What follows belongs to an exercise in optimizing a design on an open flow for small area, a short achievable clock period and few clock cycles; a production flow would make more cautious choices. Only the layout flow was run in this run; the RTL was not checked for function there. No activity file was given, so power comes from the tool's default toggle rates.

==> design/flow/design.v <==
module JAM (
           input CLK,
           input RST,
           output reg [2:0] W,
           output reg [2:0] J,
           input [6:0] Cost,
           output reg [3:0] MatchCount,
           output reg [9:0] MinCost,
           output reg Valid );
localparam ST_FIRST = 3'd0,   
           ST_MATCH = 3'd1,   
           ST_SCAN  = 3'd2,   
           ST_FINAL = 3'd3,   
           ST_CNT   = 3'd4,   
           ST_DONE  = 3'd5;
reg [2:0] st;           
reg [6:0] nv  [0:7];    
reg [7:0] D   [0:7];    
reg [2:0] way [0:7];    
reg [2:0] p   [0:7];    
reg [7:0] m;            
reg [7:0] s;            
reg [2:0] i;            
reg [2:0] cstart;       
reg       fst;          
reg [6:0] nvq;          
reg signed [9:0] Kq;    
reg [7:0] Dq;           
reg [7:0] minval;
reg [2:0] minj;
reg [6:0] mu;           
reg signed [8:0] off;   
reg       walking;
reg [2:0] wj;
reg [7:0] mrow;
reg [7:0] bits;
reg       rowend;
reg [7:0] Z   [0:7];    
reg [7:0] Rm;           
reg [7:0] Cm;           
reg       elim;         
reg       ryser;
reg [7:0] kd;           
reg [7:0] S;            
reg [3:0] rs  [0:7];    
reg [3:0] tq;           
reg       tneg;
reg       tv;
reg       tlast;
integer k, r;
wire [6:0] nv_J = nv[J];
wire       m_J  = m[J];
wire [2:0] p_J  = p[J];
wire       m_mj = m[minj];
wire [2:0] p_mj = p[minj];
wire [7:0] cand1 = {1'b0, Cost} + {1'b0, nvq};
wire signed [9:0] cand2 = Kq + $signed({3'd0, Cost});
wire       impr  = cand2 < $signed({2'd0, Dq});
wire       c2    = cand2 < $signed({2'd0, minval});
wire       c3    = Dq < minval;
wire       newmin = fst || ((st == ST_FIRST) ? (cand1 < minval) : (impr ? c2 : c3));
wire [7:0] newD  = (st == ST_FIRST) ? cand1 : (impr ? cand2[7:0] : Dq);
wire [2:0] endj  = newmin ? J : minj;
wire [7:0] endd  = newmin ? newD : minval;
wire       endm  = newmin ? m_J : m_mj;
wire [2:0] endp  = newmin ? p_J : p_mj;
wire signed [8:0] offn = $signed({1'b0, Dq}) - $signed({2'd0, Cost}) - $signed({2'd0, nv_J});
wire [2:0] J1 = J + 3'd1;
wire       rowlast = (J1 == cstart);
reg [2:0] nxt, fus;
reg       has_nxt;
always @(*) begin
    nxt = 3'd0;
    has_nxt = 1'b0;
    fus = 3'd0;
    for (k = 7; k >= 0; k = k - 1) begin
        if (k > J && !s[k]) begin
            nxt = k;
            has_nxt = 1'b1;
        end
        if (!s[k]) fus = k;
    end
end
wire [2:0] jn = (st == ST_SCAN) ? nxt : (st == ST_MATCH) ? fus : J1;
wire [6:0] nv_n = nv[jn];
wire [7:0] D_n  = D[jn];
wire       s_n  = s[jn];
wire [6:0] nvn_n = nv_n + (s_n ? (mu - D_n[6:0]) : 7'd0);
wire signed [8:0] offs = (st == ST_MATCH) ? offn : off;
wire signed [9:0] Kn = offs + $signed({3'd0, nv_n});
wire [2:0] wr = way[wj];
reg [2:0] wc;
reg       wfound;
always @(*) begin
    wc = 3'd0;
    wfound = 1'b0;
    for (k = 0; k < 8; k = k + 1)
        if (m[k] && p[k] == wr) begin
            wc = k;
            wfound = 1'b1;
        end
end
wire       xlt   = fst || (cand1 < mrow);
wire       xeq   = (cand1 == mrow);
wire [7:0] oh    = 8'd1 << J;
wire [7:0] bitsn = xlt ? oh : (xeq ? (bits | oh) : bits);
wire [7:0] mrown = xlt ? cand1 : mrow;
function onehot8;
    input [7:0] v;
    begin
        onehot8 = (v != 8'd0) && ((v & (v - 8'd1)) == 8'd0);
    end
endfunction
reg [7:0] rdel, cdel, xr, yc;
always @(*) begin
    rdel = 8'd0;
    cdel = 8'd0;
    for (r = 0; r < 8; r = r + 1) begin
        xr = Z[r] & Cm;
        if (Rm[r] && onehot8(xr)) begin
            rdel[r] = 1'b1;
            cdel = cdel | xr;
        end
    end
    for (k = 0; k < 8; k = k + 1) begin
        for (r = 0; r < 8; r = r + 1)
            yc[r] = Z[r][k] & Rm[r];
        if (Cm[k] && onehot8(yc)) begin
            cdel[k] = 1'b1;
            rdel = rdel | yc;
        end
    end
end
wire [7:0] Cleft = Cm & ~cdel;
reg       rz;
reg [4:0] esum;
reg       sg;
reg [1:0] tt;
reg [3:0] odd, term;
always @(*) begin
    rz = 1'b0;
    esum = 5'd0;
    sg = 1'b0;
    tt = 2'd0;
    for (r = 0; r < 8; r = r + 1) begin
        if (Rm[r]) begin
            case (rs[r])
            4'd0: rz = 1'b1;
            4'd2: esum = esum + 5'd1;
            4'd3: begin sg = ~sg; tt = tt + 2'd3; end
            4'd4: esum = esum + 5'd2;
            4'd5: tt = tt + 2'd1;
            4'd6: begin esum = esum + 5'd1; sg = ~sg; tt = tt + 2'd3; end
            4'd7: begin sg = ~sg; tt = tt + 2'd2; end
            4'd8: esum = esum + 5'd3;
            default: ;
            endcase
        end
    end
    case ({sg, tt})
    3'b000: odd = 4'd1;
    3'b001: odd = 4'd5;
    3'b010: odd = 4'd9;
    3'b011: odd = 4'd13;
    3'b100: odd = 4'd15;
    3'b101: odd = 4'd11;
    3'b110: odd = 4'd7;
    default: odd = 4'd3;
    endcase
    term = odd << esum[1:0];
    if (rz || esum >= 5'd4) term = 4'd0;
end
wire [7:0] kdn = ((kd | ~Cm) + 8'd1) & Cm;
wire [7:0] tb  = kdn & ~(kdn - 8'd1);
wire [7:0] Sn  = S ^ tb;
wire       tadd = |(Sn & tb);
always @(posedge CLK) begin
    if (RST) begin
        st <= ST_FIRST;
        W <= 3'd0;
        J <= 3'd0;
        cstart <= 3'd0;
        i <= 3'd0;
        m <= 8'd0;
        s <= 8'd0;
        fst <= 1'b1;
        nvq <= 7'd0;
        walking <= 1'b0;
        rowend <= 1'b0;
        MinCost <= 10'd0;
        MatchCount <= 4'd0;
        Valid <= 1'b0;
        Rm <= 8'hff;
        Cm <= 8'hff;
        elim <= 1'b1;
        ryser <= 1'b0;
        kd <= 8'd0;
        S <= 8'd0;
        tv <= 1'b0;
        tlast <= 1'b0;
        for (k = 0; k < 8; k = k + 1) begin
            nv[k] <= 7'd0;
            rs[k] <= 4'd0;
        end
    end else begin
        if (walking) begin
            p[wj] <= wr;
            m[wj] <= 1'b1;
            if (wfound) wj <= wc;
            else walking <= 1'b0;
        end
        rowend <= 1'b0;
        MinCost <= MinCost - ((st == ST_FINAL && W == 3'd0) ? {3'd0, nvq} : 10'd0)
                           + (rowend ? {2'd0, mrow} : 10'd0);
        case (st)
        ST_FIRST, ST_SCAN: begin
            if (st == ST_FIRST) begin
                nv[J] <= nvq;
                s[J] <= 1'b0;
                D[J] <= cand1;
            end else if (impr) begin
                D[J] <= cand2[7:0];
                way[J] <= W;
            end
            if (newmin) begin
                minval <= newD;
                minj <= J;
            end
            fst <= 1'b0;
            if ((st == ST_FIRST) ? !rowlast : has_nxt) begin
                J <= jn;
                nvq <= nvn_n;
                Kq <= Kn;
                Dq <= D_n;
            end else begin
                if (st == ST_FIRST)
                    for (k = 0; k < 8; k = k + 1) way[k] <= i;
                s[endj] <= 1'b1;
                fst <= 1'b1;
                if (!endm) begin
                    mu <= endd[6:0];
                    walking <= 1'b1;
                    wj <= endj;
                    i <= i + 3'd1;
                    W <= (i == 3'd7) ? 3'd0 : i + 3'd1;
                    J <= fus;
                    cstart <= fus;
                    nvq <= nv[fus];
                    st <= (i == 3'd7) ? ST_FINAL : ST_FIRST;
                end else begin
                    W <= endp;
                    J <= endj;
                    Dq <= endd;
                    st <= ST_MATCH;
                end
            end
        end
        ST_MATCH: begin
            off <= offn;
            J <= jn;
            Kq <= Kn;
            Dq <= D_n;
            fst <= 1'b1;
            st <= ST_SCAN;
        end
        ST_FINAL: begin
            if (W == 3'd0) begin
                nv[J] <= nvq;
                s[J] <= 1'b0;
            end
            mrow <= mrown;
            bits <= bitsn;
            fst <= rowlast;
            J <= jn;
            nvq <= nvn_n;
            if (rowlast) begin
                Z[W] <= bitsn;
                rowend <= 1'b1;
                W <= W + 3'd1;
                if (W == 3'd7) st <= ST_CNT;
            end
        end
        ST_CNT: begin
            if (tv) MatchCount <= tneg ? MatchCount - tq : MatchCount + tq;
            if (tlast) begin
                Valid <= 1'b1;
                st <= ST_DONE;
            end
            if (elim) begin
                if (rdel != 8'd0) begin
                    Rm <= Rm & ~rdel;
                    Cm <= Cleft;
                    if (Cleft == 8'd0) begin
                        MatchCount <= 4'd1;
                        Valid <= 1'b1;
                        st <= ST_DONE;
                    end
                end else begin
                    elim <= 1'b0;
                    ryser <= 1'b1;
                end
            end
            if (ryser) begin
                tq <= term;
                tneg <= (^S) ^ (^Cm);
                tv <= 1'b1;
                kd <= kdn;
                S <= Sn;
                for (k = 0; k < 8; k = k + 1)
                    if (|(Z[k] & tb)) rs[k] <= tadd ? rs[k] + 4'd1 : rs[k] - 4'd1;
                if (kdn == 8'd0) begin
                    ryser <= 1'b0;
                    tlast <= 1'b1;
                end
            end
        end
        default: begin
        end
        endcase
    end
end
endmodule
==> design/flow/run.sh <==
#!/bin/bash
# synth_recipe.tcl (not shown) runs the flow's synth.tcl, then flattens the netlist and writes it again
# the make line also repeats each setting of config.mk as NAME=value (left out here)
make -C /OpenROAD-flow-scripts/flow DESIGN_CONFIG=/design/flow/config.mk WORK_HOME=/design/flow/orfs CLKGATE_MAP_FILE= SYNTH_SCRIPT=/design/flow/synth_recipe.tcl finish
==> design/flow/config.mk <==
export PLATFORM = sky130hd
export DESIGN_NAME = JAM
export DESIGN_NICKNAME = JAM
export VERILOG_FILES = /design/flow/design.v
export SDC_FILE = /design/flow/constraint.sdc
export NUM_CORES = 4
export LEC_CHECK = 0
export CAP_MARGIN = 20
export CORE_MARGIN = 2
export CORE_UTILIZATION = 40
export SLEW_MARGIN = 20
==> design/flow/constraint.sdc <==
create_clock -name core_clock -period 5.0 [get_ports {CLK}]
set_input_delay 1.0000 -clock core_clock [delete_from_list [all_inputs] [get_ports {CLK}]]
set_output_delay 1.0000 -clock core_clock [all_outputs]
set_load 0.01 [all_outputs]
==> impl_metrics.csv <==
group,metric,value,unit
detailed_routing,vias,26414,
yosys,ys_warn_count,2,
timing,maxSlewViolCount,0,
timing,hold_viol_final,0,
timing,fin_crit,8.28,ns
outcome,status,"complete, but fails checks",
setup_path,crit_family,"adder cells",
global_routing,grtUsageTotal,0.259,
finish,layout-drive-gt1-share,0.236,
placed_design,dp_hpwl,76500,um
power,power,0.0232,W
finish,layout.cells.non_filler,4427,
setup_path,slowest_delay,0.52,ns
setup_path,rr_startpoint,"rs[0][1]$_SDFFE_PP0P_",
global_routing,grt_max_degree,78,
timing,worst_slack,-3.28,ns
finish,nNetsFinal,3620,
clock_tree,path_clk_slew,0.06,ns
setup_path,critPathKind,"reg -> reg",
outcome,checkFailReasons,"setup timing",
timing,max_freq,121,MHz
yosys,yosysTopAreaCell,"edfxtp_1",
timing,setup_violations,6,
yosys,synth.most_common_cell,"edfxtp_1",
setup_path,cp.arrival,8.71,ns
yosys,synth.distinct_cells,92,
placed_design,numPortBuffers,29,
setup_path,worstSetupEndpointType,"flip-flop",
yosys,synth-edff-count,301,
clock_tree,clockRootBuffer,"clkbuf_16",
setup_path,path_max_fanout,4,
yosys,synth_top_cell_area_share,0.304,
placed_design,dp_cells,4291,
timing,rsz0062_at_grt,"true",
setup_path,startpoint,"rs[0][1]$_SDFFE_PP0P_",
clock_tree,tritoncts.num_buffers,52,
yosys,syn_inst,3055,
clock_tree,clock_sinks,434,
global_routing,antenna_found_initial,1,
global_routing,grt_overflow,0,
floorplan,ios,30,
setup_path,crit_buf_inv,5,
yosys,syn_area,29700,um^2
detailed_routing,post-route-drc-count,0,
yosys,synth_flop_cell,"edfxtp_1",
clock_tree,clk_latency,0.65,ns
run,drv_cap,0,
floorplan,die_w,277,um
yosys,netlist_top_cells_area,"edfxtp_1 30%, dfxtp_1 9.0%, ha_1 6.4%",
finish,diodes,0,
yosys,syn_nets,3251,
detailed_routing,via_per_inst,5.97,
clock_tree,clockBufferDepth,3,
clock_tree,cts_tree,"yes",
detailed_routing,wl,102000,um
power,pwr_density_cell,627,nW/um^2
yosys,yosys-top-cells-count,"301 x edfxtp_1, 295 x nand2_1, 217 x nor2_1",
clock_tree,cts_hold_buf,0,
floorplan,die_area,76600,um^2
timing,min_period_over_period,1.66,
detailed_routing,first_iter_violations,2802,
placed_design,gp_congestion,0.953,
yosys,synth_seq_cells,434,
setup_path,cp_slowest_cell,"fa_1",
power,leakage,14.6,nW
worst_hold_path,min_from,"kd[1]$_SDFFE_PP0P_",
floorplan,die_y,277,um
floorplan,rows,99,
detailed_routing,antenna_left,0,
finish,fin_util,0.504,
global_routing,grt_pass1_wl,155000,um
floorplan,initial_core_util,0.406,
timing,slew_headroom,0.244,
setup_path,critical_path_required,5.43,ns
timing,tightestPinTransition,1.12,ns
yosys,synth-seq-area-share,0.393,
setup_path,cp-start-kind,"flip-flop",
global_routing,first_global_vias,26055,
detailed_routing,wl_per_cell,23.0,um
power,peakVddDrop,0.000533,V
timing,final.setup_skew,0.0606,ns
setup_path,cp_common_cell,"fa_1",
finish,synthToLayoutAreaGrowth,24.2,%
clock_tree,cts_max_level,2,
yosys,synth-async-reset-ratio,0,
worst_hold_path,min_path_type,"reg -> reg",
floorplan,design.core.area,73300,um^2
yosys,avgSynthCellArea,9.74,um^2
detailed_routing,firstDrtPassIters,9,
area by class of cell:
type	count	area [um^2]
sequential	434	11700
tap	959	1200
fill	6587	36400
clock buffer	60	1370
multi-input combinational	2276	17500
inverter	178	677
clock inverter	38	460
timing repair buffer	482	3980
path summary, 6_finish.rpt:
check	slack (ns)	endpoint	depth (start not counted)
max	-3.28	tq[1]$_SDFFCE_PP0P_	38
min	0.46	kd[1]$_SDFFE_PP0P_	2
max reg2reg	-3.28	tq[1]$_SDFFCE_PP0P_	38
min reg2reg	0.46	kd[1]$_SDFFE_PP0P_	2
power by group:
group / switching (W) / internal, W
registers: 0.000450 / 0.00491
logic: 0.00708 / 0.00670
clock network: 0.00168 / 0.00236
stage by stage:
stage	instance area, um^2	TNS (ns)	worst slack, ns	hold slack [ns]
3_3_place_gp	34100	-132.73	-3.26	0.442
4_1_cts	36500	-13.28	-3.31	0.457
3_5_place_dp	34100	-144.12	-3.40	0.448
6_report	36900	-13.30	-3.28	0.455
5_1_grt	36900	-15.49	-3.65	0.482
2_1_floorplan	30000	-13.10	-3.30	0.431
cells by family after synthesis:
group / after synthesis / share of synthesized area
AOI/OAI and AO/OA: 750 / 0.174
xor gates and xnor gates: 178 / 0.0538
adders and majority gates: 195 / 0.0902
buffers and inverters: 345 / 0.0444
DFF: 434 / 0.393
muxes: 195 / 0.0880
and+or+nand+nor: 958 / 0.156
sequential cells by signal, indices dropped and copies added, names as in the netlist, 9 cells and up, named ones only:
| name | count |
|---|---|
| way | 24 |
| off | 9 |
| nv | 56 |
| rs | 32 |
| MinCost | 10 |
| D | 64 |
| Z | 64 |
| p | 24 |
| Kq | 10 |
repair_timing:
action | in CTS | in global routing
buffers inserted | 25 | 17
setup endpoints to repair | 63 | 60
pin swaps | 60 | 91
cloned | 2 | 0
resized for setup | 73 | 88
worst reg2reg max path: cells and delay by family (launching register included):
kind / cells / cell delay, ns
AOI/OAI and AO/OA: 10 / 1.49
adders and majority gates: 7 / 3.21
and+or+nand+nor: 16 / 2.83
buffers and inverters: 5 / 0.26
DFF: 1 / 0.33
routing by layer:
layer / vias to the layer above / global-route usage / part of all wire
met4: 0 / 0.0839 / 0.032
met5: - / 0 / 0
met2: 1128 / 0.417 / 0.46
met3: 200 / 0.0513 / 0.083
li1: 12053 / - / -
met1: 13033 / 0.349 / 0.43
layout by cell type (no fill, tap or decap), drive strengths merged, types with 11 or more instances in the layout:
| master | netlist | routed |
|---|---|---|
| nor3 | 45 | 45 |
| a21o | 51 | 51 |
| o21a | 17 | 17 |
| o31ai | 11 | 11 |
| a31oi | 18 | 18 |
| nor3b | 11 | 11 |
| nor4 | 14 | 14 |
| mux2i | 88 | 88 |
| clkinv | 1 | 22 |
| a221o | 34 | 34 |
| a222oi | 35 | 35 |
| xnor2 | 107 | 107 |
| inv | 177 | 180 |
| or3 | 18 | 18 |
| dfxtp | 133 | 133 |
| xor2 | 69 | 69 |
| a22oi | 27 | 27 |
| buf | 32 | 454 |
| nand2b | 29 | 29 |
| nand3 | 88 | 88 |
| o21ai | 152 | 152 |
| and3 | 26 | 26 |
| mux2 | 61 | 61 |
| a211oi | 36 | 36 |
| o21bai | 22 | 22 |
| mux4 | 46 | 46 |
| fa | 35 | 35 |
| o211ai | 35 | 35 |
| a22o | 14 | 14 |
| edfxtp | 301 | 301 |
| nand4 | 46 | 46 |
| clkdlybuf4s50 | 0 | 23 |
| ha | 152 | 152 |
| nand2 | 295 | 295 |
| a221oi | 21 | 21 |
| clkbuf | 135 | 62 |
| and2 | 89 | 89 |
| nor2 | 217 | 217 |
| a21oi | 190 | 190 |
| nor2b | 41 | 41 |

afterwards: timing with drivers on the ports:
In the flow no input, the clock included, has a driving cell. The finished layout below was timed again as built, in two steps.
Step 1: set_driving_cell puts a clkbuf_16 on CLK and a buf_2 on each other input, an assumption about the parent block.
Step 2, shift: input delay + t, output delay - t, t = (earliest + latest rising clock arrival at the registers) / 2. This alone moves slack from input paths to output paths.
Three values: no drivers, after step 1, after step 2; two values: the first two.
t (ns): 0.684
slack for setup (ns): -3.284 / -3.284 / -3.284
clock arrival spread, ns: 0.061 / 0.062
The setup slack of this run moves by 0.000 ns with the drivers and by 0.000 ns with both steps.
